From an optimization exercise on the open Yosys and OpenROAD flow, aimed at small area; shortcuts taken in it are not production practice. In this exercise RTL edits were held to simulation tests only and were not proved equivalent to the original. The clock port is modelled as an ideal driver; clocking choices that lean on that would not hold on a real chip. Power figures rest on the tool's default switching activity, not on a simulated workload.

## design/flow/standard.sh

```bash
#!/bin/bash
# synth_recipe.tcl (not shown) runs the flow's synth.tcl, then flattens the netlist and writes it again
# the make line also repeats each setting of config.mk as NAME=value (left out here)
make -C /OpenROAD-flow-scripts/flow DESIGN_CONFIG=/design/flow/config.mk WORK_HOME=/design/flow/orfs CLKGATE_MAP_FILE= SYNTH_SCRIPT=/design/flow/synth_recipe.tcl "${@:-finish}"
```

## design/flow/flow/run.sh

```bash
#!/bin/bash
# The standard layout (standard.sh, unchanged synthesis) with three changes:
#  - port buffers use the smallest buffer cell (sky130_fd_sc_hd__buf_1);
#  - clock tree synthesis uses clkbuf_4 sink clusters and no dummy loads;
#  - after CTS, repair_timing -recover_power downsizes cells with spare slack.
# ORFS's full output goes to orfs_make.log in this folder.
set -euo pipefail
bash standard.sh \
  "BUFFER_PORTS_ARGS=-buffer_cell sky130_fd_sc_hd__buf_1" \
  "CTS_ARGS=-sink_clustering_enable -repair_clock_nets -dont_use_dummy_load -buf_list sky130_fd_sc_hd__clkbuf_4 -sink_clustering_size 10 -sink_clustering_max_diameter 40" \
  "POST_CTS_TCL=$PWD/flow/post_cts.tcl" \
  finish > orfs_make.log 2>&1
```

## design/flow/constraint.sdc

```tcl
create_clock -name core_clock -period 10.0 [get_ports {clk}]
set_input_delay 2.0000 -clock core_clock [delete_from_list [all_inputs] [get_ports {clk}]]
set_output_delay 2.0000 -clock core_clock [all_outputs]
set_load 0.01 [all_outputs]
```

## design/flow/config.mk

```make
export PLATFORM = sky130hd
export DESIGN_NAME = top_level
export DESIGN_NICKNAME = top_level
export VERILOG_FILES = /design/flow/design.v
export SDC_FILE = /design/flow/constraint.sdc
export NUM_CORES = 4
export LEC_CHECK = 0
export CAP_MARGIN = 20
export CORE_MARGIN = 2
export CORE_UTILIZATION = 60
export SLEW_MARGIN = 20
export SYNTH_HIERARCHICAL = 1
export SYNTH_MINIMUM_KEEP_SIZE = 0
```

## design/flow/design.v

```verilog
`timescale 1ns / 10ps
`timescale 1ns / 10ps
`timescale 1ns / 10ps
`timescale 1ns / 10ps
`timescale 1ns / 10ps
`timescale 1ns / 10ps
`timescale 1ns / 10ps
`timescale 1ns / 10ps
`timescale 1ns / 10ps
`timescale 1ns / 10ps
`timescale 1ns / 10ps
`timescale 1ns / 10ps
`timescale 1ns / 10ps
`timescale 1ns / 10ps
`timescale 1ns / 10ps
`timescale 1ns / 10ps
`timescale 1ns / 10ps
`timescale 1ns / 10ps
module top_level #(
) (
    input logic clk,
    input logic n_rst,
    input logic hsel,
    input logic [3:0] haddr,
    input logic [1:0] hsize,
    input logic [1:0] htrans,
    input logic hwrite,
    input logic [31:0] hwdata,
    output logic [31:0] hrdata,
    output logic hresp,
    output logic hready,
    input logic dp_in,
    input logic dm_in,
    output logic d_mode,
    output logic dp_out,
    output logic dm_out
);
    logic get_rx_data, store_tx_data, clear;
    logic [7:0] tx_data;
    logic [7:0] tx_req;
    logic tx_active, tx_error, tx_req_clr, get_tx_data;
    logic [6:0] occ;
    logic [7:0] txd, rxd;
    logic flush, rx_ready, rx_active, rx_error, store_rx_data;
    logic [7:0] rx_byte;
    logic [2:0] rx_packet;
    localparam logic [2:0] M_IDLE = 3'b000, M_ERR2 = 3'b001, M_ERR1 = 3'b011,
                           M_W0 = 3'b100, M_SEQ = 3'b110;
    logic [2:0] mode, next_mode;
    logic [2:0] step;
    logic rd;
    logic [3:0] paddr;
    logic [1:0] psize;
    logic wv;
    logic [7:0] win [0:3];
    logic [7:0] r12, r13;
    logic [2:0] rxp_d;
    logic rdy_d, rxa_d, txa_d, rxe_d, txe_d;
    logic [6:0] occ_d;
    function automatic logic lanesel(input logic [1:0] a, input logic [1:0] sz, input logic [1:0] k);
        lanesel = sz[1] || (sz[0] ? a[1] == k[1] : a == k);
    endfunction
    assign hready = !mode[2] && !mode[1];
    assign hresp = mode[0];
    logic seq, err, last;
    assign seq = (mode == M_SEQ);
    always_comb begin
        case (psize)
            2'd0: last = (step == 3'd3);
            2'd1: last = (step == 3'd4);
            default: last = (step == 3'd6);
        endcase
    end
    assign err = haddr == 4'd9 || haddr == 4'd10 || haddr == 4'd11 || haddr == 4'd14 || haddr == 4'd15 ||
                 (hwrite && haddr[3:2] != 2'b00 && haddr != 4'd12 && haddr != 4'd13) ||
                 (hwrite && haddr == 4'd12 && hsize == 2'd2);
    always_comb begin
        next_mode = mode;
        if (!hsel) next_mode = M_IDLE;
        else begin
            case (mode)
                M_IDLE: if (htrans != 2'b00) begin
                    if (err) next_mode = M_ERR1;
                    else if (haddr[3:2] != 2'b00) next_mode = hwrite ? M_W0 : M_IDLE;
                    else next_mode = M_SEQ;
                end
                M_ERR1: next_mode = M_ERR2;
                M_SEQ: if (last) next_mode = M_IDLE;
                default: next_mode = M_IDLE;
            endcase
        end
    end
    always_ff @(posedge clk, negedge n_rst) begin
        if (!n_rst) mode <= M_IDLE;
        else mode <= next_mode;
    end
    always_ff @(posedge clk) begin
        if (hsel && hready) begin
            paddr <= haddr;
            psize <= hsize;
        end
        step <= seq ? step + 3'd1 : 3'd0;
        if (hready) rd <= !hwrite;
    end
    logic [2:0] s1, s3;
    assign s1 = step - 3'd1;
    assign s3 = step - 3'd3;
    logic pop;
    logic [1:0] pop_idx, tx_idx;
    always_comb begin
        case (psize)
            2'd0: begin get_rx_data = step == 3'd0; pop = step == 3'd1; end
            2'd1: begin get_rx_data = step[2:1] == 2'b00; pop = s1[2:1] == 2'b00; end
            default: begin get_rx_data = !step[2]; pop = !s1[2]; end
        endcase
        get_rx_data = get_rx_data && seq && rd;
        pop = pop && seq && rd && step != 3'd0;
        store_tx_data = seq && !rd && (step >= 3'd3);
    end
    assign pop_idx = paddr[1:0] + s1[1:0];
    assign tx_idx = paddr[1:0] + s3[1:0];
    assign tx_data = win[tx_idx];
    always_ff @(posedge clk, negedge n_rst) begin
        if (!n_rst) begin
            wv <= 1'b0;
        end else begin
            if (hready) wv <= hsel && htrans != 2'b00 && hwrite &&
                              (haddr[3:2] == 2'b00 || haddr == 4'd12 || haddr == 4'd13);
        end
    end
    logic bw_win, bw_reg;
    assign bw_win = hsel && wv && !paddr[3];
    assign bw_reg = hsel && wv && paddr[3];
    always_ff @(posedge clk, negedge n_rst) begin
        if (!n_rst) begin
            win[0] <= '0; win[1] <= '0; win[2] <= '0; win[3] <= '0;
            r12 <= '0;
            r13 <= '0;
            rxp_d <= 3'd7;
            rdy_d <= 1'b0; rxa_d <= 1'b0; txa_d <= 1'b0; rxe_d <= 1'b0; txe_d <= 1'b0;
            occ_d <= '0;
        end else begin
            for (int k = 0; k < 4; k++) begin
                if (pop && pop_idx == k[1:0]) win[k] <= rxd;
                else if (bw_win && lanesel(paddr[1:0], psize, k[1:0])) win[k] <= hwdata[8*k +: 8];
            end
            if (bw_reg && lanesel(paddr[1:0], psize, 2'd0)) r12 <= hwdata[7:0];
            else if (tx_req_clr) r12 <= 8'd0;
            if (r13[0]) r13 <= 8'd0;
            else if (bw_reg && lanesel(paddr[1:0], psize, 2'd1)) r13 <= hwdata[15:8];
            rxp_d <= rx_packet;
            rdy_d <= rx_ready;
            rxa_d <= rx_active;
            txa_d <= tx_active;
            rxe_d <= rx_error;
            txe_d <= tx_error;
            occ_d <= occ;
        end
    end
    assign clear = r13[0];
    assign tx_req = r12;
    logic [3:0] ra;
    logic [1:0] rs;
    logic [31:0] rv;
    logic [7:0] st4;
    assign ra = hready ? haddr : paddr;
    assign rs = hready ? hsize : psize;
    assign st4 = {2'b00, rxp_d == 3'd3, rxp_d == 3'd2, rxp_d == 3'd4, rxp_d == 3'd0, rxp_d == 3'd1, rdy_d};
    always_comb begin
        for (int k = 0; k < 4; k++) begin
            logic [7:0] b;
            case (ra[3:2])
                2'd0: b = win[k];
                2'd1: b = (k == 0) ? st4 : (k == 1) ? {6'b0, txa_d, rxa_d} :
                          (k == 2) ? {7'b0, rxe_d} : {7'b0, txe_d};
                2'd2: b = (k == 0) ? {1'b0, occ_d} : 8'h00;
                default: b = (k == 0) ? r12 : (k == 1) ? r13 : 8'h00;
            endcase
            rv[8*k +: 8] = (lanesel(ra[1:0], rs, k[1:0]) && !hresp) ? b : 8'h00;
        end
    end
    always_ff @(posedge clk) begin
        if (hsel) hrdata <= rv;
    end
    logic [7:0] mem [0:63];
    logic [5:0] wptr, rptr;
    logic [6:0] hwm;
    logic clr, st, gt, wen;
    logic [7:0] wdata, rdata;
    assign clr = clear | flush;
    assign st = store_tx_data | store_rx_data;
    assign gt = get_tx_data | get_rx_data;
    assign wen = !clr && !occ[6] && st;
    assign wdata = store_tx_data ? tx_data : rx_byte;
    logic valid;
    logic [63:0] rsel;
    assign valid = hwm > {1'b0, rptr};
    always_comb begin
        rsel = '0;
        rsel[rptr] = valid;
    end
    genvar gb, gg;
    generate
        for (gb = 0; gb < 8; gb++) begin : rbit
            logic [21:0] t;
            for (gg = 0; gg < 21; gg++) begin : grp
                rd_aoi3 u (.d({mem[3*gg+2][gb], mem[3*gg+1][gb], mem[3*gg][gb]}),
                           .s(rsel[3*gg+2:3*gg]), .y(t[gg]));
            end
            assign t[21] = !(mem[63][gb] && rsel[63]);
            assign rdata[gb] = !(&t);
        end
    endgenerate
    always_ff @(posedge clk) begin
        if (wen) mem[wptr] <= wdata;
    end
    always_ff @(posedge clk, negedge n_rst) begin
        if (!n_rst) begin
            wptr <= '0;
            rptr <= '0;
            occ <= '0;
            hwm <= '0;
            txd <= '0;
            rxd <= '0;
        end else begin
            if (wen && {1'b0, wptr} == hwm) hwm <= hwm + 7'd1;
            if (clr) wptr <= '0;
            else if (wen) wptr <= wptr + 6'd1;
            if (clr) rptr <= '0;
            else if (gt) rptr <= rptr + 6'd1;
            if (clr) occ <= '0;
            else if (st && !gt && !occ[6]) occ <= occ + 7'd1;
            else if (gt && !st && occ != 7'd0) occ <= occ - 7'd1;
            if (!clr && get_tx_data) txd <= rdata;
            if (!clr && !get_tx_data && get_rx_data) rxd <= rdata;
        end
    end
    localparam logic [4:0]
        T_IDLE = 5'd0, T_EIDLE = 5'd1, T_END1 = 5'd2, T_END = 5'd3,
        T_WAIT_EOP = 5'd8, T_EOP1 = 5'd9, T_EOP2 = 5'd10,
        T_LOAD_SYNC = 5'd16, T_SEND_SYNC = 5'd17, T_LOAD_PID = 5'd18, T_SEND_PID = 5'd19,
        T_FETCH = 5'd20, T_LOAD_DATA = 5'd21, T_SEND_DATA = 5'd22,
        T_LOAD_CRC1 = 5'd24, T_SEND_CRC1 = 5'd25, T_LOAD_CRC2 = 5'd26, T_SEND_CRC2 = 5'd27;
    logic [4:0] t_state, t_next;
    logic [3:0] t_pd, t_bc;
    logic [1:0] t_cyc;
    logic [7:0] t_sr;
    logic t_dout, t_dinv;
    logic t_is_data, t_is_none, t_occ0;
    assign t_is_data = tx_req == 8'd1 || tx_req == 8'd2;
    assign t_is_none = !(tx_req == 8'd1 || tx_req == 8'd2 || tx_req == 8'd3 ||
                         tx_req == 8'd4 || tx_req == 8'd5);
    assign t_occ0 = occ == 7'd0;
    logic t_eop, t_strobe, t_bc8, t_byte_done;
    assign tx_active = t_state[4] | t_state[3];
    assign t_eop = t_state[4:3] == 2'b01;
    assign t_strobe = tx_active && t_pd == ((t_cyc == 2'd2) ? 4'd8 : 4'd7);
    assign t_bc8 = t_bc == 4'd8;
    assign t_byte_done = t_bc8 && t_pd == 4'd6;
    always_comb begin
        t_next = t_state;
        case (t_state)
            T_IDLE, T_EIDLE: begin
                if (t_is_data && t_occ0) t_next = T_EIDLE;
                else if (!t_is_none) t_next = T_LOAD_SYNC;
            end
            T_LOAD_SYNC: t_next = T_SEND_SYNC;
            T_SEND_SYNC: if (t_byte_done) t_next = T_LOAD_PID;
            T_LOAD_PID: t_next = T_SEND_PID;
            T_SEND_PID: begin
                if (t_bc8 && t_pd == 4'd4) begin
                    if (t_is_data) t_next = T_FETCH;
                end else if (t_byte_done) t_next = T_WAIT_EOP;
            end
            T_FETCH: t_next = T_LOAD_DATA;
            T_LOAD_DATA: t_next = T_SEND_DATA;
            T_SEND_DATA: begin
                if (!t_occ0) begin
                    if (t_bc8 && t_pd == 4'd4) t_next = T_FETCH;
                end else if (t_bc8 && t_pd == 4'd5) t_next = T_LOAD_CRC1;
            end
            T_LOAD_CRC1: t_next = T_SEND_CRC1;
            T_SEND_CRC1: if (t_bc8 && t_pd == 4'd5) t_next = T_LOAD_CRC2;
            T_LOAD_CRC2: t_next = T_SEND_CRC2;
            T_SEND_CRC2: if (t_byte_done) t_next = T_WAIT_EOP;
            T_WAIT_EOP: if (t_strobe) t_next = T_EOP1;
            T_EOP1: if (t_strobe) t_next = T_EOP2;
            T_EOP2: if (t_strobe) t_next = T_END1;
            T_END1, T_END: t_next = t_is_none ? T_IDLE : T_END;
            default: t_next = t_state;
        endcase
    end
    logic t_load;
    logic [7:0] t_ld;
    assign t_load = t_state == T_LOAD_SYNC || t_state == T_LOAD_PID || t_state == T_LOAD_DATA ||
                    t_state == T_LOAD_CRC1 || t_state == T_LOAD_CRC2;
    always_comb begin
        case (t_state)
            T_LOAD_SYNC: t_ld = 8'h01;
            T_LOAD_PID: begin
                case (tx_req)
                    8'd1: t_ld = 8'b11000011;
                    8'd2: t_ld = 8'b01001011;
                    8'd3: t_ld = 8'b11010010;
                    8'd4: t_ld = 8'b01011010;
                    8'd5: t_ld = 8'b00011110;
                    default: t_ld = 8'hff;
                endcase
            end
            T_LOAD_DATA: t_ld = txd;
            default: t_ld = 8'h55;
        endcase
    end
    always_ff @(posedge clk, negedge n_rst) begin
        if (!n_rst) begin
            t_state <= T_IDLE;
            t_dout <= 1'b1;
            t_dinv <= 1'b0;
        end else begin
            t_state <= t_next;
            if (t_strobe) begin
                if (t_eop) begin
                    t_dout <= 1'b0;
                    t_dinv <= 1'b0;
                end else begin
                    t_dout <= t_sr[0] ? t_dout : ~t_dout;
                    t_dinv <= t_sr[0] ? ~t_dout : t_dout;
                end
            end
        end
    end
    always_ff @(posedge clk) begin
        if (!tx_active) begin
            t_pd <= '0;
            t_cyc <= '0;
            t_bc <= '0;
        end else if (t_strobe) begin
            t_pd <= '0;
            t_cyc <= (t_cyc == 2'd2) ? 2'd0 : t_cyc + 2'd1;
            t_bc <= t_bc8 ? 4'd1 : t_bc + 4'd1;
        end else t_pd <= t_pd + 4'd1;
        if (t_load) t_sr <= t_ld;
        else if (t_strobe) t_sr <= {1'b1, t_sr[7:1]};
    end
    assign dp_out = t_dout;
    assign dm_out = t_dinv;
    assign d_mode = tx_active;
    assign tx_error = t_state == T_EIDLE;
    assign get_tx_data = t_state == T_FETCH;
    assign tx_req_clr = t_state == T_END1 || t_state == T_EIDLE;
    localparam logic [4:0]
        R_IDLE = 5'd0, R_PID = 5'd1, R_ERROR = 5'd2, R_EOP = 5'd3,
        R_WAIT1 = 5'd4, R_WAIT2 = 5'd5, R_WAIT3 = 5'd6, R_WAIT4 = 5'd7, R_WAIT5 = 5'd8,
        R_TOKEN = 5'd16, R_DATA = 5'd17, R_WAIT = 5'd18,
        R_WAITA = 5'd19, R_WAITB = 5'd20, R_WAITC = 5'd21, R_WAITD = 5'd22, R_WAITE = 5'd23,
        R_WAITF = 5'd24;
    logic [4:0] r_state, r_next;
    logic r_prev_dp, r_prev_dm, r_d_orig;
    logic [3:0] r_pd, r_bc;
    logic [1:0] r_cyc;
    logic [8:0] r_sr;
    logic [7:0] r_cur, r_prev;
    logic r_pv, r_ppv, r_pppv, r_pep;
    logic [2:0] r_next_packet;
    logic r_restart, r_strobe, r_se0, r_end_packet, r_error_bit, r_start, r_tclr, r_full;
    assign r_cur = r_sr[8:1];
    assign r_prev = r_sr[7:0];
    assign r_restart = r_state == R_WAIT5;
    assign r_strobe = r_pd == ((r_cyc == 2'd2) ? 4'd8 : 4'd7);
    assign r_se0 = !dp_in && !dm_in;
    assign r_end_packet = r_strobe && r_se0 && !r_prev_dp && !r_prev_dm;
    assign r_error_bit = r_strobe && r_se0 && r_prev_dp && r_prev_dm;
    assign r_start = r_state == R_IDLE && r_pppv && r_cur == 8'h01;
    assign r_tclr = r_error_bit || r_start;
    assign r_full = occ == 7'd64;
    always_comb begin
        r_next = r_state;
        case (r_state)
            R_IDLE: if (r_pppv) begin
                if (r_cur == 8'h01) r_next = R_PID;
                else if (r_cur == 8'hc0) r_next = R_ERROR;
            end
            R_PID: begin
                if (r_end_packet) r_next = R_ERROR;
                else if (r_ppv) begin
                    if (r_prev[2:0] == 3'd3) r_next = R_DATA;
                    else if (r_prev[3:0] == 4'd1 || r_prev[3:0] == 4'd2 || r_prev[3:0] == 4'd4)
                        r_next = R_TOKEN;
                    else r_next = R_ERROR;
                end
            end
            R_TOKEN: if (r_end_packet) r_next = R_EOP;
            R_DATA: begin
                if (r_pep) r_next = R_EOP;
                else if (r_ppv) r_next = r_full ? R_ERROR : R_WAIT;
            end
            R_WAIT: begin
                if (r_pep || r_end_packet) r_next = R_EOP;
                else if (r_full) r_next = R_WAITA;
                else r_next = R_DATA;
            end
            R_WAITA: r_next = R_WAITB;
            R_WAITB: r_next = R_WAITC;
            R_WAITC: r_next = R_WAITD;
            R_WAITD: r_next = R_WAITE;
            R_WAITE: r_next = R_WAITF;
            R_WAITF: r_next = (!r_end_packet && r_full) ? R_ERROR : R_WAIT;
            R_EOP, R_ERROR: r_next = R_WAIT1;
            R_WAIT1: r_next = R_WAIT2;
            R_WAIT2: r_next = R_WAIT3;
            R_WAIT3: r_next = R_WAIT4;
            R_WAIT4: r_next = R_WAIT5;
            default: r_next = R_IDLE;
        endcase
    end
    always_comb begin
        case (r_prev)
            8'b11100001: r_next_packet = 3'd0;
            8'b11010011: r_next_packet = 3'd1;
            8'b11000011: r_next_packet = 3'd2;
            8'b01001011: r_next_packet = 3'd3;
            8'b11010010: r_next_packet = 3'd4;
            default: r_next_packet = 3'd7;
        endcase
    end
    always_ff @(posedge clk, negedge n_rst) begin
        if (!n_rst) begin
            r_state <= R_IDLE;
            r_prev_dp <= 1'b1;
            r_prev_dm <= 1'b0;
            r_d_orig <= 1'b0;
            r_pd <= '0;
            r_cyc <= '0;
            r_bc <= '0;
            r_sr <= '0;
            r_pv <= 1'b0;
            r_ppv <= 1'b0;
            r_pppv <= 1'b0;
            r_pep <= 1'b0;
            rx_packet <= 3'd7;
            rx_ready <= 1'b0;
        end else if (r_restart) begin
            r_state <= R_IDLE;
            r_prev_dp <= 1'b1;
            r_prev_dm <= 1'b0;
            r_d_orig <= 1'b0;
            r_pd <= '0;
            r_cyc <= '0;
            r_bc <= '0;
            r_sr <= '0;
            r_pv <= 1'b0;
            r_ppv <= 1'b0;
            r_pppv <= 1'b0;
            r_pep <= 1'b0;
            rx_packet <= 3'd7;
            rx_ready <= 1'b0;
        end else begin
            r_state <= r_next;
            if (r_strobe) begin
                r_prev_dp <= dp_in;
                r_prev_dm <= dm_in;
                if (dp_in != dm_in) r_d_orig <= dp_in == r_prev_dp;
                r_sr <= {r_d_orig, r_sr[8:1]};
            end
            if (r_tclr) begin
                r_pd <= '0;
                r_cyc <= '0;
                r_bc <= '0;
            end else if (r_strobe) begin
                r_pd <= '0;
                r_cyc <= (r_cyc == 2'd2) ? 2'd0 : r_cyc + 2'd1;
                r_bc <= (r_bc == 4'd8) ? 4'd1 : r_bc + 4'd1;
            end else r_pd <= r_pd + 4'd1;
            if (r_strobe) r_pv <= r_bc == 4'd8;
            r_ppv <= !r_ppv && r_strobe && r_pv;
            r_pppv <= r_ppv;
            r_pep <= r_end_packet;
            if (r_state == R_PID && r_ppv) rx_packet <= r_next_packet;
            if (r_state == R_EOP) rx_ready <= 1'b1;
        end
    end
    assign flush = r_state == R_PID && r_ppv && r_prev[2:0] == 3'd3;
    assign rx_active = r_state[4] || (r_state == R_PID && r_ppv);
    assign rx_error = r_state == R_ERROR;
    assign store_rx_data = r_state == R_DATA && !r_pep && r_ppv && !r_full;
    assign rx_byte = r_prev;
endmodule
module rd_aoi3 (
    input logic [2:0] d,
    input logic [2:0] s,
    output logic y
);
    assign y = !((d[0] && s[0]) || (d[1] && s[1]) || (d[2] && s[2]));
endmodule
```

## design/flow/flow/post_cts.tcl

```tcl
# After clock tree synthesis: trade unused setup slack for smaller cells.
estimate_parasitics -placement
repair_timing -recover_power 100
```

==> impl_metrics.csv, run 1 <==
group,metric,value,unit
final_layout,drive_gt1_share,8.96,%
sta,hold_violations,0,
grt,grt-ovfl-total,0,
worst_setup_path,slowest_stage,"or2_0",
yosys,ys.flop_type,"edfxtp_1",
floorplan,coreArea,0.0490,mm²
grt,grt_max_degree,66,
yosys,netlist_area,0.0297,mm²
sta,timing.fmax,0.208,GHz
placement,port_buffers,82,
worst_setup_path,crit_path_end_kind,"flop",
grt,grt_usage,30.9,%
detailed_routing,vias,19452,
sta,worstMarginPinSlew,1.27,ns
worst_hold_path,hold_class,"flop to flop",
yosys,ys_seq_elements,723,
cts,clock_latency,0.92,ns
cts,numClockSinks,723,
yosys,synth_nets,2179,
sta,finalCritPeriodShare,48.1,%
detailed_routing,routed_wirelength,78300,µm
floorplan,dieArea,0.0513,mm²
detailed_routing,routed_via_density,6.66,
yosys,synth-edff-count,559,
yosys,synth_cells,2099,
detailed_routing,drt_iter0_markers,3064,
yosys,async_flop_share,20.9,%
worst_setup_path,crit_type,"flop to flop",
sta,max_slew_margin,14.8,%
yosys,yosysTopAreaCell,"edfxtp_1",
yosys,yosys.area.top_type_share,56.5,%
floorplan,boundaryPins,83,
worst_setup_path,required,10.74,ns
sta,slew_viol_final,0,
grt,grt_pass1_wl,116000,µm
detailed_routing,wire_per_inst,26.8,µm
yosys,avgSynthCellArea,14.2,µm²
floorplan,dieHeight,227,µm
worst_setup_path,worstPathCellList,"inv_1 > ha_1 > nand2b_1 > or2_0 > nor3_1 > a222oi_1 > nand4_1 > nor4_1 > nand2_1 > nor2_1 > a21oi_1",
floorplan,initial_core_util,60.7,%
cts,clk_pin_slew,0.09,ns
power,vdd_ir_drop_max,123,µV
detailed_routing,drt_first_pass_iters,12,
flow_run,drv_cap,0,
placement,dp.cells,2801,
final_layout,area_growth,7.03,%
final_layout,fin_cells,2921,
power,p_per_area,201,mW/mm²
floorplan,die_x,227,µm
grt,antenna_found_initial,3,
worst_setup_path,cp_slowest_stage_delay,0.69,ns
worst_setup_path,crit_family,"simple AND/OR/NAND/NOR gates",
sta,rsz0062_at_grt,"false",
worst_setup_path,crit_arrival,5.55,ns
sta,finalSetupTns,0,ns
yosys,synth_seq_area_share,70.1,%
worst_setup_path,path_max_fanout,13,
yosys,yosys_warnings,8,
detailed_routing,drc_errors,0,
sta,finalSetupViolCount,0,
placement,place.gp.congestion,0.976,
cts,cts_tree,"done",
floorplan,num_rows,81,
worst_setup_path,cp_num_buf_inv,1,
detailed_routing,postRouteAntennaNets,0,
yosys,synth_area_leaders,"edfxtp_1 (56%), dfrtp_1 (12%), a222oi_1 (5.7%)",
status,status,"timing/DRC/antenna clean",
sta,final.setup_skew,0.120,ns
power,leakage,11.4,nW
grt,grt_pass1_vias,18680,
sta,min_period,4.81,ns
worst_setup_path,start_kind,"flop",
placement,hpwl,52200,µm
power,power,6.41,mW
yosys,synth_cell_types,92,
final_layout,nNetsFinal,2336,
[synthesized netlist by cell type, types with 9 or more instances]
library cell  instances
mux2i_1              63
and3_1               10
nand4_1              42
nor2_1              240
nor3b_1              11
inv_1                39
a222oi_1            168
o21ai_0              81
a21oi_1              63
nand2_1             155
dfrtp_1             143
nor4_1               18
xor2_1               14
clkbuf_1             49
or3_1                11
ha_1                 33
a211oi_1             11
nor2b_1              15
a22oi_1              10
edfxtp_1            559
buf_2                10
nand2b_1             13
and2_1               32
xnor2_1              27
nor3_1               51
mux4_2               13
a22o_1                9
nand3_1              41
dfxtp_1              13
[placed cells by master (no fill, tap or decap), drive strengths merged, types with 9 or more instances in the layout]
master,n
buf,103
nor2b,15
nor4,18
mux4,14
dfrtp,143
inv,39
clkbuf,121
mux2i,63
nor3,52
a211oi,11
nand2,155
edfxtp,559
nor3b,12
and3,10
a222oi,168
nand3,41
a22oi,10
a22o,10
dfxtp,13
o21ai,84
or2,9
nand4,43
nor2,248
nand2b,13
a21oi,64
ha,33
nand3b,9
and2,33
xnor2,27
or3,12
xor2,14
[modules after synthesis (local to each module, per instance)]
module,cells inside,flip-flops and latches,area [µm²]
rd_aoi3,1,0,10.0
top_level,1931,723,28000
[where the power goes]
group	internal, mW	leakage, nW	switching (mW)	total, mW
Clock	0.482	0.488	0.927	1.41
Sequential	3.57	7.26	0.265	3.84
Combinational	0.422	3.65	0.738	1.16
[worst paths after layout]
check	endpoint	slack, ns	startpoint	cells after the start
worst max-delay path	txd[3]	5.19	rptr[0]	11
worst min-delay path	rxp_d[2]	0.36	rx_packet[2]	0
worst max register to register	txd[3]	5.19	rptr[0]	11
worst min register to register	rxp_d[2]	0.36	rx_packet[2]	0
max in group asynchronous	r13[1]	7.06	n_rst	5
min in group asynchronous	wv	0.91	n_rst	1
[sequential cells by signal, summed over array words and instances, names as in the netlist, 9 cells and up]
name / cells
r_sr: 9
hrdata: 32
win: 32
mem: 512
[stage by stage]
| step | setup slack [ns] | cell area (µm²) | hold WS, ns | utilization (%) |
|---|---|---|---|---|
| finish | 5.19 | 31800 | 0.363 | 65.0 |
| global route | 4.96 | 31800 | 0.378 | 65.0 |
| detailed placement | 5.51 | 30800 | 0.361 | 63.0 |
| global placement | 5.45 | 30800 | 0.364 | 63.0 |
| floorplan | 6.44 | 29700 | 0.352 | - |
[area by class of cell]
| class | instances | area [µm²] |
|---|---|---|
| sequential | 723 | 20800 |
| timing repair buffer | 118 | 746 |
| tap | 664 | 831 |
| inverter | 39 | 146 |
| antenna | 3 | 7.51 |
| multi-input combinational | 1268 | 8460 |
| clock buffer | 106 | 796 |
| fill | 3683 | 17100 |
[metal layers]
metal  wire length (µm)  share of wire, %  global-route usage, %  vias up
met4               3350               4.3                   12.3        2
li1                   -                 -                      -     8628
met5                 13             0.017                      0        -
met3               6330               8.1                   6.13      200
met2              37200                47                   49.8      990
met1              31500                40                   41.8     9632
[cells by family (layout without fill, tap and decap cells)]
family	after synthesis	after routing	share of synthesized area, %
other	0	3	0
AND/OR/NAND/NOR	695	695	11.4
AO/OA/AOI/OAI	415	415	11.0
buffers and inverters	108	263	1.45
adder cells (fa/ha/maj)	35	35	1.49
multiplexers	82	82	3.40
flip-flops	723	723	70.1
XOR/XNOR	41	41	1.21
==> run 2: changes to the inputs <==
--- a/design/flow/flow/run.sh
+++ b/design/flow/flow/run.sh
@@ -7,6 +7,6 @@
 set -euo pipefail
 bash standard.sh \
   "BUFFER_PORTS_ARGS=-buffer_cell sky130_fd_sc_hd__buf_1" \
-  "CTS_ARGS=-sink_clustering_enable -repair_clock_nets -dont_use_dummy_load -buf_list sky130_fd_sc_hd__clkbuf_4 -sink_clustering_size 10 -sink_clustering_max_diameter 40" \
+  "CTS_ARGS=-sink_clustering_enable -repair_clock_nets -dont_use_dummy_load -buf_list sky130_fd_sc_hd__clkbuf_4 -sink_clustering_size 8 -sink_clustering_max_diameter 35" \
   "POST_CTS_TCL=$PWD/flow/post_cts.tcl" \
   finish > orfs_make.log 2>&1
--- a/design/flow/config.mk
+++ b/design/flow/config.mk
@@ -5,9 +5,9 @@
 export SDC_FILE = /design/flow/constraint.sdc
 export NUM_CORES = 4
 export LEC_CHECK = 0
-export CAP_MARGIN = 20
+export CAP_MARGIN = 10
 export CORE_MARGIN = 2
 export CORE_UTILIZATION = 60
-export SLEW_MARGIN = 20
+export SLEW_MARGIN = 10
 export SYNTH_HIERARCHICAL = 1
 export SYNTH_MINIMUM_KEEP_SIZE = 0
==> impl_metrics.csv, run 2 <==
group,metric,value,unit
final_layout,fin_cells,2947,
yosys,synth_common_cells,"edfxtp_1 (559), nor2_1 (240), a222oi_1 (168), nand2_1 (155), dfrtp_1 (143)",
yosys,synth_area_leaders,"edfxtp_1 (56%), dfrtp_1 (12%), a222oi_1 (5.7%)",
worst_setup_path,crit_path_end_kind,"flop",
power,p_per_area,205,mW/mm²
power,power.share.sequential,58.8,%
detailed_routing,wire_per_inst,26.5,µm
floorplan,initial_core_util,60.7,%
power,combPwrFrac,17.2,%
final_layout,regMostFlops,"mem",
sta,timing.fmax,0.211,GHz
yosys,synth.most_common_cell,"edfxtp_1",
worst_setup_path,crit_arrival,5.61,ns
worst_hold_path,hold_class,"flop to flop",
final_layout,largest_reg_flops,512,
detailed_routing,postRouteAntennaNets,0,
yosys,synth_cells,2099,
power,leakage,11.4,nW
worst_setup_path,cp_num_buf_inv,1,
grt,grt_max_degree,66,
yosys,yosys.area.top_type_share,56.5,%
power,vdd_ir_drop_max,126,µV
power,clockPowerShare,23.9,%
yosys,synth_top_family_by_area,"simple AND/OR/NAND/NOR gates",
floorplan,num_rows,81,
yosys,synthMuxAreaShare,3.40,%
floorplan,coreArea,0.0490,mm²
yosys,synth-edff-count,559,
yosys,synth_fa_ha_area_share,1.49,%
worst_setup_path,rr_startpoint,"rptr[0]",
worst_setup_path,crit_family,"simple AND/OR/NAND/NOR gates",
detailed_routing,routed_via_density,6.66,
sta,finalSetupTns,0,ns
detailed_routing,drt_first_pass_iters,14,
sta,final.setup_skew,0.0917,ns
cts,clock_latency,1.03,ns
sta,max_slew_margin,13.4,%
worst_setup_path,path_max_fanout,13,
cts,cts_tree,"done",
sta,slew_viol_final,0,
grt,grt_pass1_wl,117000,µm
yosys,synthSimpleGateAreaFrac,11.4,%
yosys,ys_seq_elements,723,
sta,whs,0.364,ns
sta,finalSetupViolCount,0,
grt,grt-ovfl-total,0,
yosys,synth_nets,2179,
floorplan,boundaryPins,83,
worst_hold_path,holdPathEnd,"rxp_d[2]",
yosys,yosys_warnings,8,
floorplan,dieArea,0.0513,mm²
placement,dp.cells,2800,
final_layout,final_core_util,65.0,%
worst_setup_path,reg2reg_depth,11,
cts,clk_pin_slew,0.08,ns
floorplan,die_x,227,µm
yosys,synth_compound_area_share,11.0,%
yosys,synth_seq_area_share,70.1,%
sta,rsz0062_at_grt,"false",
yosys,async_flop_share,20.9,%
final_layout,layout_commonest_cell,"edfxtp_1",
final_layout,nNetsFinal,2354,
worst_setup_path,required,10.87,ns
cts,numClockSinks,723,
worst_setup_path,crit_type,"flop to flop",
yosys,ys.flop_type,"edfxtp_1",
detailed_routing,routed_wirelength,78100,µm
placement,port_buffers,82,
power,p_sw_share,29.8,%
final_layout,final_cell_mix,"edfxtp_1 (559), nor2_1 (247), a222oi_1 (168)",
flow_run,drv_cap,0,
placement,place.gp.congestion,0.976,
sta,min_period,4.74,ns
power,power,6.54,mW
worst_setup_path,r2r_slack,5.26,ns
yosys,netlist_area,0.0297,mm²
status,status,"timing/DRC/antenna clean",
worst_setup_path,start_kind,"flop",
power,intPower,4.59,mW
yosys,synth_xor_xnor_area_share,1.21,%
detailed_routing,vias,19638,
final_layout,top_regs,"mem (512), hrdata (32), win (32)",
worst_setup_path,r2r-end,"txd[3]",
grt,grt_usage,31.3,%
sta,finalCritPeriodShare,47.4,%
worst_hold_path,holdCritStartpoint,"rx_packet[2]",
final_layout,area_growth,7.01,%
grt,grt_pass1_vias,18939,
grt,antenna_found_initial,3,
worst_setup_path,cp_slowest_stage_delay,0.68,ns
sta,hold_violations,0,
placement,hpwl,52100,µm
yosys,yosysTopAreaCell,"edfxtp_1",
worst_setup_path,slowest_stage,"or2_0",
final_layout,drive_gt1_share,9.42,%
sta,worstMarginPinSlew,1.29,ns
yosys,synth_cell_types,92,
detailed_routing,drt_iter0_markers,2671,
worst_hold_path,worstHoldPathCells,0,
worst_setup_path,worstPathCellList,"inv_1 > ha_1 > nand2b_1 > or2_0 > nor3_1 > a222oi_1 > nand4_1 > nor4_1 > nand2_1 > nor2_1 > a21oi_1",
detailed_routing,drc_errors,0,
floorplan,dieHeight,227,µm
yosys,avgSynthCellArea,14.2,µm²
power,p_sw,1.95,mW
run 2: cell counts after synthesis:
No cell type changed its count.
run 2: final cells by class:
cell class	instances	area, µm²
Multi-Input combinational cell	1268	8420
Tap cell	664	831
Antenna cell	11	27.5
Timing Repair Buffer	110	563
Inverter	39	146
Fill cell	3712	17100
Clock buffer	132	991
Sequential cell	723	20800
run 2: modules after synthesis, one instance, submodules excluded:
| module | copies in the design | flops+latches | area, µm² |
|---|---|---|---|
| rd_aoi3 | 168 | 0 | 10.0 |
| top_level | 1 | 723 | 28000 |
run 2: how the worst max path moves through the flow:
stage	end	start	slack (ns)	depth (start not counted)
6_report	txd[3]	rptr[0]	5.26	11
5_1_grt	rxd[3]	rptr[0]	5.00	11
3_5_place_dp	txd[3]	rptr[0]	5.44	11
3_3_place_gp	txd[3]	rptr[0]	5.45	11
2_1_floorplan	hrdata[3]	haddr[2]	6.44	4
run 2: kinds of logic after synthesis:
| family | after synthesis |
|---|---|
| buffers and inverters | 108 |
| flip-flops | 723 |
| AO/OA/AOI/OAI | 415 |
| multiplexers | 82 |
| adder cells (fa/ha/maj) | 35 |
| AND/OR/NAND/NOR | 695 |
| XOR/XNOR | 41 |
run 2: power by group through the flow:
stage                     Combinational (mW)  Sequential [mW]  Clock, mW
after global routing                    1.24             3.87       1.73
after detailed placement                1.12             3.91          0
after global placement                  1.10             3.90          0
final                                   1.13             3.85       1.56
after floorplan                        0.828             3.78          0
run 2: routing by layer:
metal | vias up | track usage [%] | wire, µm
li1 | 8694 | - | -
met1 | 9715 | 41.8 | 31400
met2 | 1018 | 49.6 | 36800
met3 | 209 | 6.98 | 6370
met4 | 2 | 14.3 | 3480
met5 | - | 0 | 11
run 2: per-stage QoR:
step	cell area [µm²]	setup WS (ns)
2_1_floorplan	29700	6.44
3_3_place_gp	30800	5.45
3_5_place_dp	30800	5.44
5_1_grt	31800	5.00
6_report	31800	5.26
==> run 3: changes to the inputs <==
--- a/design/flow/flow/run.sh
+++ b/design/flow/flow/run.sh
@@ -7,6 +7,6 @@
 set -euo pipefail
 bash standard.sh \
   "BUFFER_PORTS_ARGS=-buffer_cell sky130_fd_sc_hd__buf_1" \
-  "CTS_ARGS=-sink_clustering_enable -repair_clock_nets -dont_use_dummy_load -buf_list sky130_fd_sc_hd__clkbuf_4 -sink_clustering_size 8 -sink_clustering_max_diameter 35" \
+  "CTS_ARGS=-sink_clustering_enable -repair_clock_nets -dont_use_dummy_load -buf_list sky130_fd_sc_hd__clkbuf_4 -sink_clustering_size 9 -sink_clustering_max_diameter 40" \
   "POST_CTS_TCL=$PWD/flow/post_cts.tcl" \
   finish > orfs_make.log 2>&1
==> design/flow/config.mk (replaced) <==
export PLATFORM = sky130hd
export DESIGN_NAME = top_level
export DESIGN_NICKNAME = top_level
export VERILOG_FILES = /design/flow/design.v
export SDC_FILE = /design/flow/constraint.sdc
export NUM_CORES = 4
export LEC_CHECK = 0
export CAP_MARGIN = 0
export CORE_MARGIN = 2
export CORE_UTILIZATION = 70
export SLEW_MARGIN = 0
export SYNTH_HIERARCHICAL = 1
export SYNTH_MINIMUM_KEEP_SIZE = 0
==> impl_metrics.csv, run 3 <==
group,metric,value,unit
status,status,"timing/DRC/antenna clean",
grt,grt_pass1_vias,19092,
yosys,yosys.area.top_type_share,56.5,%
floorplan,dieArea,0.0441,mm²
yosys,synth_cell_types,92,
worst_setup_path,reg2reg_depth,11,
yosys,avgSynthCellArea,14.2,µm²
grt,grt_pass1_wl,112000,µm
final_layout,largest_reg_flops,512,
final_layout,layout_commonest_cell,"edfxtp_1",
sta,finalCritPeriodShare,51.6,%
placement,dp.cells,2675,
yosys,ys_seq_elements,723,
floorplan,dieHeight,210,µm
final_layout,final_cell_mix,"edfxtp_1 (559), nor2_1 (247), a222oi_1 (168)",
yosys,synth_seq_area_share,70.1,%
detailed_routing,routed_wirelength,74200,µm
sta,hold_violations,0,
worst_setup_path,crit_path_end_kind,"flop",
yosys,yosys_warnings,8,
worst_setup_path,cp_slowest_stage_delay,0.76,ns
yosys,async_flop_share,20.9,%
power,power,6.33,mW
yosys,synth_common_cells,"edfxtp_1 (559), nor2_1 (240), a222oi_1 (168), nand2_1 (155), dfrtp_1 (143)",
detailed_routing,vias,19713,
floorplan,boundaryPins,83,
final_layout,top_regs,"mem (512), hrdata (32), win (32)",
detailed_routing,routed_via_density,7.06,
yosys,synth_cells,2099,
worst_hold_path,hold_class,"flop to flop",
flow_run,drv_cap,0,
floorplan,num_rows,75,
final_layout,area_growth,5.97,%
worst_hold_path,holdCritStartpoint,"rx_packet[1]",
floorplan,die_x,210,µm
floorplan,initial_core_util,70.9,%
placement,placed_cell_area,0.0306,mm²
worst_setup_path,r2r-end,"txd[7]",
power,vdd_ir_drop_max,138,µV
sta,max_slew_margin,13.9,%
worst_setup_path,r2r_slack,4.84,ns
sta,min_period,5.16,ns
worst_setup_path,start_kind,"flop",
power,leakage,11.3,nW
yosys,ys.flop_type,"edfxtp_1",
floorplan,coreArea,0.0419,mm²
sta,finalSetupViolCount,0,
grt,grt_max_degree,65,
sta,final.setup_skew,0.131,ns
yosys,yosysTopAreaCell,"edfxtp_1",
cts,numClockSinks,723,
cts,cts_tree,"done",
grt,grt_usage,34.1,%
worst_setup_path,slowest_stage,"or2_0",
worst_setup_path,crit_type,"flop to flop",
grt,antenna_found_initial,2,
worst_hold_path,holdPathEnd,"rxp_d[1]",
worst_setup_path,required,10.76,ns
yosys,synth.most_common_cell,"edfxtp_1",
sta,worstMarginPinSlew,1.28,ns
sta,timing.fmax,0.194,GHz
detailed_routing,wl_met1,27900,µm
worst_setup_path,rr_startpoint,"rptr[0]",
cts,clk_pin_slew,0.10,ns
yosys,netlist_area,0.0297,mm²
final_layout,drive_gt1_share,8.54,%
worst_setup_path,cpMostUsedCell,"nor2_1",
worst_setup_path,worstPathCellList,"inv_1 > ha_1 > nand2b_1 > or2_0 > nor2_1 > a222oi_1 > nand4_1 > nor4_1 > nand2_1 > nor2_1 > a21oi_1",
detailed_routing,wl_met3,6850,µm
final_layout,fin_cells,2792,
grt,grt-ovfl-total,0,
detailed_routing,wire_per_inst,26.6,µm
yosys,synth_area_leaders,"edfxtp_1 (56%), dfrtp_1 (12%), a222oi_1 (5.7%)",
final_layout,regMostFlops,"mem",
worst_setup_path,crit_arrival,5.92,ns
detailed_routing,route.met2.wl,35800,µm
power,p_per_area,201,mW/mm²
sta,finalSetupTns,0,ns
final_layout,fin_area,0.0315,mm²
detailed_routing,drt_iter0_markers,2959,
placement,hpwl,49800,µm
worst_setup_path,path_max_fanout,13,
detailed_routing,top_layer,"met4",
yosys,synth-edff-count,559,
placement,place.gp.congestion,0.966,
final_layout,nNetsFinal,2330,
placement,port_buffers,82,
detailed_routing,postRouteAntennaNets,0,
yosys,synth_nets,2179,
cts,clock_latency,0.92,ns
worst_hold_path,worstHoldPathCells,0,
sta,rsz0062_at_grt,"false",
sta,slew_viol_final,0,
detailed_routing,drt_first_pass_iters,14,
final_layout,final_core_util,75.1,%
detailed_routing,drc_errors,0,
[run 3: worst max-delay path by stage]
stage                  start         to  slack, ns
finish               rptr[0]     txd[7]       4.84
global route         rptr[0]     txd[5]       4.79
detailed placement   rptr[0]     txd[7]       5.15
global placement     rptr[0]     txd[3]       5.31
floorplan           haddr[2]  hrdata[3]       6.44
[run 3: power by group]
group	total, mW	internal [mW]	switching (mW)
clock network	1.35	0.457	0.892
registers	3.84	3.57	0.267
logic	1.14	0.417	0.720
total	6.33	4.45	1.88
[run 3: kinds of logic after synthesis]
logic type	after synthesis	synth area share [%]
AO/OA/AOI/OAI	415	11.0
XOR/XNOR	41	1.21
adder cells (fa/ha/maj)	35	1.49
buffers and inverters	108	1.45
flip-flops	723	70.1
multiplexers	82	3.40
AND/OR/NAND/NOR	695	11.4
[run 3: final cells by class]
class / instances / area (µm²)
multi-input cells: 1268 / 8420
well taps: 539 / 674
clock buffers: 100 / 751
inverters: 39 / 146
repair buffers: 118 / 666
flip-flops and latches: 723 / 20800
fillers: 2722 / 10400
diodes: 5 / 12.5
[run 3: stage by stage]
step	hold slack [ns]	worst slack [ns]
2_1_floorplan	0.352	6.44
3_3_place_gp	0.361	5.31
3_5_place_dp	0.362	5.15
5_1_grt	0.382	4.79
6_report	0.376	4.84
[run 3: critical path: cells and delay by family (launching register included)]
kind | cells | cell delay [ns]
and+or+nand+nor | 7 | 2.77
DFF | 1 | 0.73
AOI/OAI and AO/OA | 2 | 0.69
adders and majority gates | 1 | 0.62
buffers and inverters | 1 | 0.20
[run 3: per-module statistics from Yosys, one instance, submodules excluded]
module | cell area [µm²] | flip-flops and latches
top_level | 28000 | 723
rd_aoi3 | 10.0 | 0
[run 3: routing by layer]
metal | up-vias | global-route usage [%]
met4 | 0 | 15.0
li1 | 8603 | -
met5 | - | 0
met1 | 9607 | 45.3
met2 | 1298 | 55.8
met3 | 205 | 6.63
==> run 4: changes to the inputs <==
--- a/design/flow/config.mk
+++ b/design/flow/config.mk
@@ -7,7 +7,7 @@
 export LEC_CHECK = 0
 export CAP_MARGIN = 0
 export CORE_MARGIN = 2
-export CORE_UTILIZATION = 70
+export CORE_UTILIZATION = 65
 export SLEW_MARGIN = 0
 export SYNTH_HIERARCHICAL = 1
 export SYNTH_MINIMUM_KEEP_SIZE = 0
==> impl_metrics.csv, run 4 <==
group,metric,value,unit
worst_setup_path,crit_arrival,6.00,ns
worst_hold_path,worstHoldPathCells,0,
yosys,yosysTopAreaCell,"edfxtp_1",
detailed_routing,vias,19446,
detailed_routing,drt_iter0_markers,2713,
worst_setup_path,crit_path_end_kind,"flop",
worst_setup_path,cp_slowest_stage_delay,0.77,ns
final_layout,layout_commonest_cell,"edfxtp_1",
sta,rsz0062_at_grt,"false",
grt,grt_pass1_wl,113000,µm
yosys,yosys_warnings,8,
yosys,avgSynthCellArea,14.2,µm²
grt,grt_max_degree,71,
worst_setup_path,slowest_stage,"dfrtp_1",
sta,finalSetupViolCount,0,
sta,min_period,5.28,ns
final_layout,nNetsFinal,2330,
floorplan,die_x,218,µm
worst_setup_path,cp_num_buf_inv,1,
cts,clk_pin_slew,0.09,ns
floorplan,dieHeight,218,µm
flow_run,drv_cap,0,
worst_setup_path,crit_type,"flop to flop",
sta,whs,0.372,ns
grt,antenna_found_initial,1,
detailed_routing,routed_via_density,6.82,
power,p_per_area,201,mW/mm²
power,leakage,11.3,nW
sta,finalCritPeriodShare,52.8,%
placement,hpwl,49700,µm
detailed_routing,drc_errors,0,
status,status,"timing/DRC/antenna clean",
worst_hold_path,hold_class,"flop to flop",
power,power,6.35,mW
yosys,synth_common_cells,"edfxtp_1 (559), nor2_1 (240), a222oi_1 (168), nand2_1 (155), dfrtp_1 (143)",
floorplan,dieArea,0.0475,mm²
final_layout,fin_cells,2851,
worst_setup_path,crit_family,"simple AND/OR/NAND/NOR gates",
placement,place.gp.congestion,0.900,
sta,timing.fmax,0.189,GHz
worst_setup_path,path_max_fanout,13,
grt,grt-ovfl-total,0,
final_layout,top_regs,"mem (512), hrdata (32), win (32)",
yosys,ys_seq_elements,723,
final_layout,area_growth,6.24,%
yosys,synth.most_common_cell,"edfxtp_1",
detailed_routing,postRouteAntennaNets,0,
floorplan,initial_core_util,65.7,%
worst_setup_path,path_depth,12,
sta,finalSetupTns,0,ns
grt,grt_usage,32.1,%
sta,slew_viol_final,0,
floorplan,num_rows,78,
sta,worstMarginPinSlew,1.26,ns
final_layout,largest_reg_flops,512,
worst_setup_path,reg2reg_depth,12,
cts,clock_latency,0.91,ns
yosys,synth_cells,2099,
yosys,yosys.area.top_type_share,56.5,%
floorplan,coreArea,0.0453,mm²
sta,max_slew_margin,15.6,%
placement,port_buffers,82,
final_layout,regMostFlops,"mem",
yosys,synth_nets,2179,
yosys,synth_cell_types,92,
final_layout,fillers,3201,
floorplan,boundaryPins,83,
worst_setup_path,worstPathCellList,"inv_1 > ha_1 > nand2b_1 > or2_0 > or2_2 > nor2_1 > a222oi_1 > nand4_1 > nor4_1 > nand2_1 > nor2_1 > a21oi_1",
final_layout,final_cell_mix,"edfxtp_1 (559), nor2_1 (247), a222oi_1 (168)",
worst_setup_path,start_kind,"flop",
yosys,synth_seq_area_share,70.1,%
yosys,synth-edff-count,559,
final_layout,drive_gt1_share,8.41,%
detailed_routing,routed_wirelength,75000,µm
worst_setup_path,required,10.72,ns
yosys,synth_area_leaders,"edfxtp_1 (56%), dfrtp_1 (12%), a222oi_1 (5.7%)",
power,vdd_ir_drop_max,132,µV
sta,hold_violations,0,
detailed_routing,wire_per_inst,26.3,µm
cts,numClockSinks,723,
yosys,ys.flop_type,"edfxtp_1",
yosys,netlist_area,0.0297,mm²
detailed_routing,drt_first_pass_iters,11,
worst_setup_path,cpMostUsedCell,"nor2_1",
placement,dp.cells,2737,
sta,final.setup_skew,0.132,ns
cts,cts_tree,"done",
grt,grt_pass1_vias,18868,
yosys,async_flop_share,20.9,%
[run 4: cell type report]
class	instances	area [µm²]	share of cell area [%]
diodes	3	7.51	0.0238
multi-input cells	1268	8420	26.7
repair buffers	118	677	2.14
clock buffers	100	751	2.38
flip-flops and latches	723	20800	66.0
well taps	600	751	2.38
inverters	39	146	0.463
[run 4: where the power goes]
group          internal [mW]  switching, mW
sequential              3.57          0.275
clock                  0.457          0.897
combinational          0.420          0.725
total                   4.45           1.90
[run 4: Yosys stat by module, one instance, submodules excluded]
| module | flip-flops and latches | area [µm²] | copies in the design |
|---|---|---|---|
| top_level | 723 | 28000 | 1 |
| rd_aoi3 | 0 | 10.0 | 168 |
[run 4: metal layers]
layer | vias up | part of all wire, % | global-route usage [%]
li1 | 8624 | - | -
met1 | 9532 | 38 | 43.0
met2 | 1124 | 48 | 52.0
met3 | 166 | 9.3 | 6.05
met4 | 0 | 4.3 | 13.7
met5 | - | 0 | 0
[run 4: final timing paths]
| kind | startpoint | to | slack, ns |
|---|---|---|---|
| setup / recovery | rptr[0] | txd[2] | 4.72 |
| max in group asynchronous | n_rst | win[0][1] | 6.85 |
| hold reg to reg | rx_packet[1] | rxp_d[1] | 0.37 |
| setup reg to reg | rptr[0] | txd[2] | 4.72 |
| hold / removal | rx_packet[1] | rxp_d[1] | 0.37 |
| min in group asynchronous | n_rst | r_prev_dm | 1.27 |
[run 4: logic make-up after synthesis]
logic type / after synthesis / synth area share [%]
adders and majority gates: 35 / 1.49
muxes: 82 / 3.40
AOI/OAI and AO/OA: 415 / 11.0
and+or+nand+nor: 695 / 11.4
buffers and inverters: 108 / 1.45
xor gates and xnor gates: 41 / 1.21
DFF: 723 / 70.1
[run 4: stage by stage]
stage               utilization, %  setup slack (ns)  instance area (µm²)
finish                        69.8              4.72                31600
global route                  69.7              4.79                31600
detailed placement            67.9              5.14                30700
global placement              67.9              5.13                30700
floorplan                        -              6.44                29700
==> run 5: changes to the inputs <==
--- a/design/flow/config.mk
+++ b/design/flow/config.mk
@@ -7,7 +7,7 @@
 export LEC_CHECK = 0
 export CAP_MARGIN = 0
 export CORE_MARGIN = 2
-export CORE_UTILIZATION = 65
+export CORE_UTILIZATION = 60
 export SLEW_MARGIN = 0
 export SYNTH_HIERARCHICAL = 1
 export SYNTH_MINIMUM_KEEP_SIZE = 0
==> impl_metrics.csv, run 5 <==
group,metric,value,unit
status,status,"timing/DRC/antenna clean",
worst_setup_path,crit_family,"simple AND/OR/NAND/NOR gates",
detailed_routing,routed_via_density,6.67,
sta,finalCritPeriodShare,49.0,%
worst_setup_path,cp_slowest_stage_delay,0.69,ns
sta,max_slew_margin,14.3,%
yosys,synth_xor_xnor_area_share,1.21,%
floorplan,boundaryPins,83,
detailed_routing,drt_iter0_markers,3109,
yosys,synth-edff-count,559,
worst_setup_path,r2r-end,"txd[3]",
yosys,yosys_warnings,8,
yosys,synth_cell_types,92,
sta,finalSetupViolCount,0,
detailed_routing,drt_first_pass_iters,14,
placement,hpwl,52100,µm
power,power,6.40,mW
floorplan,dieHeight,227,µm
detailed_routing,drc_errors,0,
worst_setup_path,cp_num_buf_inv,1,
placement,dp.cells,2800,
sta,finalSetupTns,0,ns
final_layout,fin_cells,2917,
placement,place.gp.congestion,0.976,
detailed_routing,vias,19451,
yosys,ys.flop_type,"edfxtp_1",
power,p_per_area,202,mW/mm²
grt,antenna_found_initial,2,
final_layout,top_regs,"mem (512), hrdata (32), win (32)",
grt,grt_pass1_vias,18749,
yosys,synth_top_family_by_area,"simple AND/OR/NAND/NOR gates",
yosys,avgSynthCellArea,14.2,µm²
flow_run,drv_cap,0,
final_layout,layout_commonest_cell,"edfxtp_1",
final_layout,largest_reg_flops,512,
worst_setup_path,rr_startpoint,"rptr[0]",
yosys,yosys.area.top_type_share,56.5,%
grt,grt_max_degree,66,
floorplan,die_x,227,µm
final_layout,nNetsFinal,2334,
cts,clk_pin_slew,0.10,ns
yosys,synth_cells,2099,
cts,cts_tree,"done",
worst_setup_path,path_depth,11,
worst_setup_path,startpoint,"rptr[0]",
sta,slew_viol_final,0,
final_layout,final_cell_mix,"edfxtp_1 (559), nor2_1 (247), a222oi_1 (168)",
worst_setup_path,required,10.74,ns
yosys,synth_nets,2179,
floorplan,coreArea,0.0490,mm²
worst_setup_path,worstPathCellList,"inv_1 > ha_1 > nand2b_1 > or2_0 > nor3_1 > a222oi_1 > nand4_1 > nor4_1 > nand2_1 > nor2_1 > a21oi_1",
yosys,async_flop_share,20.9,%
power,vdd_ir_drop_max,115,µV
detailed_routing,postRouteAntennaNets,0,
sta,hold_violations,0,
grt,grt_usage,31.0,%
worst_setup_path,crit_arrival,5.64,ns
floorplan,initial_core_util,60.7,%
power,leakage,11.3,nW
yosys,synth_common_cells,"edfxtp_1 (559), nor2_1 (240), a222oi_1 (168), nand2_1 (155), dfrtp_1 (143)",
sta,min_period,4.90,ns
worst_setup_path,crit_type,"flop to flop",
grt,grt-ovfl-total,0,
final_layout,regMostFlops,"mem",
worst_setup_path,reg2reg_depth,11,
yosys,yosysTopAreaCell,"edfxtp_1",
sta,worstMarginPinSlew,1.28,ns
worst_hold_path,hold_class,"flop to flop",
grt,grt_pass1_wl,117000,µm
yosys,synth.most_common_cell,"edfxtp_1",
worst_setup_path,crit_path_end_kind,"flop",
yosys,synth_area_leaders,"edfxtp_1 (56%), dfrtp_1 (12%), a222oi_1 (5.7%)",
cts,numClockSinks,723,
detailed_routing,wire_per_inst,26.7,µm
final_layout,drive_gt1_share,8.61,%
yosys,synth_seq_area_share,70.1,%
final_layout,fin_area,0.0317,mm²
sta,rsz0062_at_grt,"false",
detailed_routing,routed_wirelength,77900,µm
sta,timing.fmax,0.204,GHz
yosys,netlist_area,0.0297,mm²
final_layout,final_core_util,64.7,%
worst_setup_path,start_kind,"flop",
yosys,synthSimpleGateAreaFrac,11.4,%
worst_setup_path,path_max_fanout,13,
yosys,ys_seq_elements,723,
cts,clock_latency,0.91,ns
worst_setup_path,r2r_slack,5.10,ns
floorplan,num_rows,81,
placement,port_buffers,82,
floorplan,dieArea,0.0513,mm²
final_layout,area_growth,6.54,%
sta,final.setup_skew,0.104,ns
placement,placed_cell_area,0.0308,mm²
yosys,synthMuxAreaShare,3.40,%
worst_setup_path,slowest_stage,"or2_0",
worst_setup_path,cp-endpoint,"txd[3]",
yosys,synth_compound_area_share,11.0,%
yosys,synth_fa_ha_area_share,1.49,%
## run 5: cell counts after synthesis
Identical to the previous run, type by type.
## run 5: worst min-delay path by stage
stage            startpoint  slack [ns]  cells after the start        to
5_1_grt        rx_packet[1]        0.38                      0  rxp_d[1]
3_3_place_gp   rx_packet[1]        0.36                      0  rxp_d[1]
2_1_floorplan        occ[6]        0.35                      0  occ_d[6]
3_5_place_dp   rx_packet[1]        0.36                      0  rxp_d[1]
6_report       rx_packet[1]        0.37                      0  rxp_d[1]
## run 5: cell families (layout without fill, tap and decap cells)
family	count (synthesis)	after routing
compound gates	415	415
flops	723	723
buf+inv	108	261
xor+xnor	41	41
other cells	0	1
simple gates	695	695
mux	82	82
fa+ha+maj	35	35
## run 5: modules after synthesis (local to each module, per instance)
module	times used	flops+latches
top_level	1	723
rd_aoi3	168	0
## run 5: where the power goes
group          internal, mW  switching, mW  total [mW]
Clock                 0.487          0.929        1.42
Sequential             3.57          0.265        3.84
Combinational         0.419          0.730        1.15
Total                  4.48           1.92        6.40
## run 5: area by class of cell
type / instances / area, µm²
flip-flops and latches: 723 / 20800
fillers: 3708 / 17300
multi-input cells: 1268 / 8420
well taps: 664 / 831
clock buffers: 107 / 803
repair buffers: 115 / 638
inverters: 39 / 146
diodes: 1 / 2.50
## run 5: metrics by stage
step / hold slack [ns] / worst slack (ns)
2_1_floorplan: 0.352 / 6.44
3_3_place_gp: 0.364 / 5.45
3_5_place_dp: 0.360 / 5.44
5_1_grt: 0.380 / 4.99
6_report: 0.373 / 5.10
## run 5: layer usage
| metal | up-vias | wire length [µm] | global-route usage (%) |
|---|---|---|---|
| met1 | 9618 | 31400 | 42.0 |
| met3 | 204 | 6350 | 5.96 |
| met4 | 2 | 3370 | 12.8 |
| li1 | 8630 | - | - |
| met5 | - | 11 | 0 |
| met2 | 997 | 36700 | 49.7 |
==> run 6: changes to the inputs <==
==> design/flow/flow/run.sh (replaced) <==
#!/bin/bash
# The standard layout (standard.sh, unchanged synthesis) with three changes:
#  - port buffers use the smallest buffer cell (sky130_fd_sc_hd__buf_1);
#  - clock tree synthesis uses clkbuf_4 sink clusters and no dummy loads;
#  - after CTS and after global routing, repair_timing -recover_power
#    downsizes cells with spare slack (RECOVER_POWER in the global route step).
# ORFS's full output goes to orfs_make.log in this folder.
set -euo pipefail
bash standard.sh \
  "BUFFER_PORTS_ARGS=-buffer_cell sky130_fd_sc_hd__buf_1" \
  "CTS_ARGS=-sink_clustering_enable -repair_clock_nets -dont_use_dummy_load -buf_list sky130_fd_sc_hd__clkbuf_4 -sink_clustering_size 9 -sink_clustering_max_diameter 40" \
  "POST_CTS_TCL=$PWD/flow/post_cts.tcl" \
  "RECOVER_POWER=100" \
  finish > orfs_make.log 2>&1
==> impl_metrics.csv, run 6 <==
group,metric,value,unit
placement,port_buffers,82,
worst_setup_path,crit_path_end_kind,"asynchronous set/reset pin",
floorplan,dieArea,0.0513,mm²
final_layout,final_cell_mix,"edfxtp_1 (559), nor2_1 (248), a222oi_1 (168)",
power,vdd_ir_drop_max,115,µV
sta,rsz0062_at_grt,"false",
floorplan,initial_core_util,60.7,%
worst_setup_path,crit_arrival,6.76,ns
status,failed_checks,"max-capacitance violations, max-slew violations",
yosys,yosys.area.top_type_share,56.5,%
worst_setup_path,required,10.83,ns
flow_run,drv_cap,13,
floorplan,num_rows,81,
final_layout,regMostFlops,"mem",
grt,grt-ovfl-total,0,
yosys,async_flop_share,20.9,%
power,p_per_area,203,mW/mm²
final_layout,largest_reg_flops,512,
sta,finalSetupTns,0,ns
cts,numClockSinks,723,
sta,timing.fmax,0.169,GHz
yosys,ys.flop_type,"edfxtp_1",
final_layout,nNetsFinal,2334,
detailed_routing,routed_via_density,6.66,
sta,finalCritPeriodShare,59.3,%
final_layout,seq_area,0.0208,mm²
worst_hold_path,hold_class,"flop to flop",
yosys,yosysTopAreaCell,"edfxtp_1",
cts,clock_latency,0.92,ns
worst_setup_path,crit_type,"input port to asynchronous set/reset pin",
sta,max_slew_margin,-129,%
sta,finalSetupViolCount,0,
final_layout,multi_input_area,0.00841,mm²
floorplan,die_x,227,µm
detailed_routing,vias,19441,
sta,final.setup_skew,0.103,ns
yosys,synth_common_cells,"edfxtp_1 (559), nor2_1 (240), a222oi_1 (168), nand2_1 (155), dfrtp_1 (143)",
floorplan,coreArea,0.0490,mm²
power,leakage,11.2,nW
detailed_routing,drc_errors,0,
placement,place.gp.congestion,0.976,
detailed_routing,drt_iter0_markers,2880,
grt,grt_pass1_vias,18749,
grt,grt_pass1_wl,117000,µm
worst_setup_path,path_max_fanout,65,
grt,grt_usage,31.0,%
yosys,synth_nets,2179,
yosys,synth-edff-count,559,
grt,grt_max_degree,66,
status,status,"complete, but fails checks",
final_layout,fillers,3742,
sta,hold_violations,0,
final_layout,final_core_util,64.4,%
detailed_routing,drt_first_pass_iters,9,
yosys,synth_seq_area_share,70.1,%
cts,clk_pin_slew,0.09,ns
detailed_routing,routed_wirelength,77900,µm
sta,whs,0.373,ns
detailed_routing,postRouteAntennaNets,0,
worst_setup_path,start_kind,"input port",
detailed_routing,wire_per_inst,26.7,µm
floorplan,boundaryPins,83,
grt,antenna_found_initial,2,
yosys,synth_cell_types,92,
final_layout,top_regs,"mem (512), hrdata (32), win (32)",
placement,hpwl,52100,µm
sta,worstMarginPinSlew,3.43,ns
final_layout,area_growth,5.96,%
yosys,synth_area_leaders,"edfxtp_1 (56%), dfrtp_1 (12%), a222oi_1 (5.7%)",
cts,cts_tree,"done",
yosys,synth_cells,2099,
floorplan,dieHeight,227,µm
final_layout,layout_commonest_cell,"edfxtp_1",
yosys,yosys_warnings,8,
final_layout,drive_gt1_share,7.64,%
yosys,avgSynthCellArea,14.2,µm²
sta,slew_viol_final,546,
yosys,netlist_area,0.0297,mm²
yosys,ys_seq_elements,723,
yosys,synth.most_common_cell,"edfxtp_1",
sta,min_period,5.93,ns
## run 6: cells by family (layout without fill, tap and decap cells)
group,after synthesis,after routing,synth area share [%]
xor gates and xnor gates,41,41,1.21
buffers and inverters,108,261,1.45
other,0,1,0
DFF,723,723,70.1
adders and majority gates,35,35,1.49
AOI/OAI and AO/OA,415,415,11.0
muxes,82,82,3.40
and+or+nand+nor,695,695,11.4
## run 6: final timing paths
kind / slack [ns] / cells after the start / start / end
setup / recovery: 4.07 / 3 / n_rst / t_state[2]
min in group asynchronous: 1.52 / 1 / n_rst / r_bc[1]
max in group core_clock: 4.51 / 8 / step[0] / mem[44][5]
setup reg to reg: 4.51 / 8 / step[0] / mem[44][5]
hold reg to reg: 0.37 / 0 / rx_packet[1] / rxp_d[1]
hold / removal: 0.37 / 0 / rx_packet[1] / rxp_d[1]
## run 6: metal layers
layer  part of all wire [%]  GRT usage (%)
met1                     40           42.0
met2                     47           49.7
met3                    8.0           5.96
met4                    4.2           12.8
met5                  0.014              0
## run 6: cell type report
cell class                      instances  share of cell area (%)
Sequential cell                       723                    66.1
Multi-Input combinational cell       1268                    26.7
Tap cell                              664                    2.64
Clock buffer                          107                    2.55
Timing Repair Buffer                  115                    1.52
Inverter                               39                   0.465
Antenna cell                            1                 0.00794
## run 6: critical path: stages
cell and delay, ns:
clkbuf_1 1.16, clkbuf_1 2.48, buf_4 1.02
## run 6: stage by stage
step	cell area [µm²]	total power, mW	setup slack (ns)	cells
after floorplan	29700	4.61	6.44	2099
after global placement	30800	5.00	5.45	2800
after detailed placement	30800	5.03	5.44	2800
after global routing	31500	6.69	3.25	2917
final	31500	6.38	4.07	2917
## run 6: modules after synthesis, one instance, submodules excluded
module | flip-flops and latches | cells inside | times used | area, µm²
top_level | 723 | 1931 | 1 | 28000
rd_aoi3 | 0 | 1 | 168 | 10.0
## run 6: power by group
part | total, mW | internal [mW] | switching [mW]
Sequential | 3.85 | 3.59 | 0.266
Combinational | 1.11 | 0.390 | 0.725
Clock | 1.41 | 0.487 | 0.928

[what the ideal ports hide]
How much do the figures lean on ideal ports? The routed layouts below were timed once more, with nothing changed but the port constraints.
Step 1 assumes that a clkbuf_16 drives the clock port and a buf_2 every other input.
Step 2 also shifts input and output timing later by t, the mid clock arrival at the registers, as if the neighbouring blocks saw the same clock.
a / b / c = ideal ports / drivers / drivers and shift; a / b = the first two.
| run | shift t [ns] | setup WS [ns] | worst setup path at the end | worst data-port slew with drivers (ns) | pins driven straight from the clock port |
|---|---|---|---|---|---|
| run 1 | 0.919 | 5.190 / 5.190 / 5.190 | register to register | 0.04 | 1 |
| run 2 | 1.037 | 5.257 / 5.257 / 5.257 | register to register | 0.04 | 1 |
| run 3 | 0.906 | 4.837 / 4.837 / 4.837 | register to register | 0.05 | 1 |
| run 4 | 0.903 | 4.715 / 4.715 / 4.715 | register to register | 0.05 | 1 |
| run 5 | 0.910 | 5.095 / 5.095 / 5.095 | register to register | 0.04 | 1 |
| run 6 | 0.916 | 4.074 / 4.086 / 3.170 | input, reset recovery | 0.04 | 1 |
The setup slack of run 6, which loses most, moves by +0.012 ns with the drivers and by -0.904 ns with both steps. The worst setup slack also covers recovery checks on asynchronous resets.
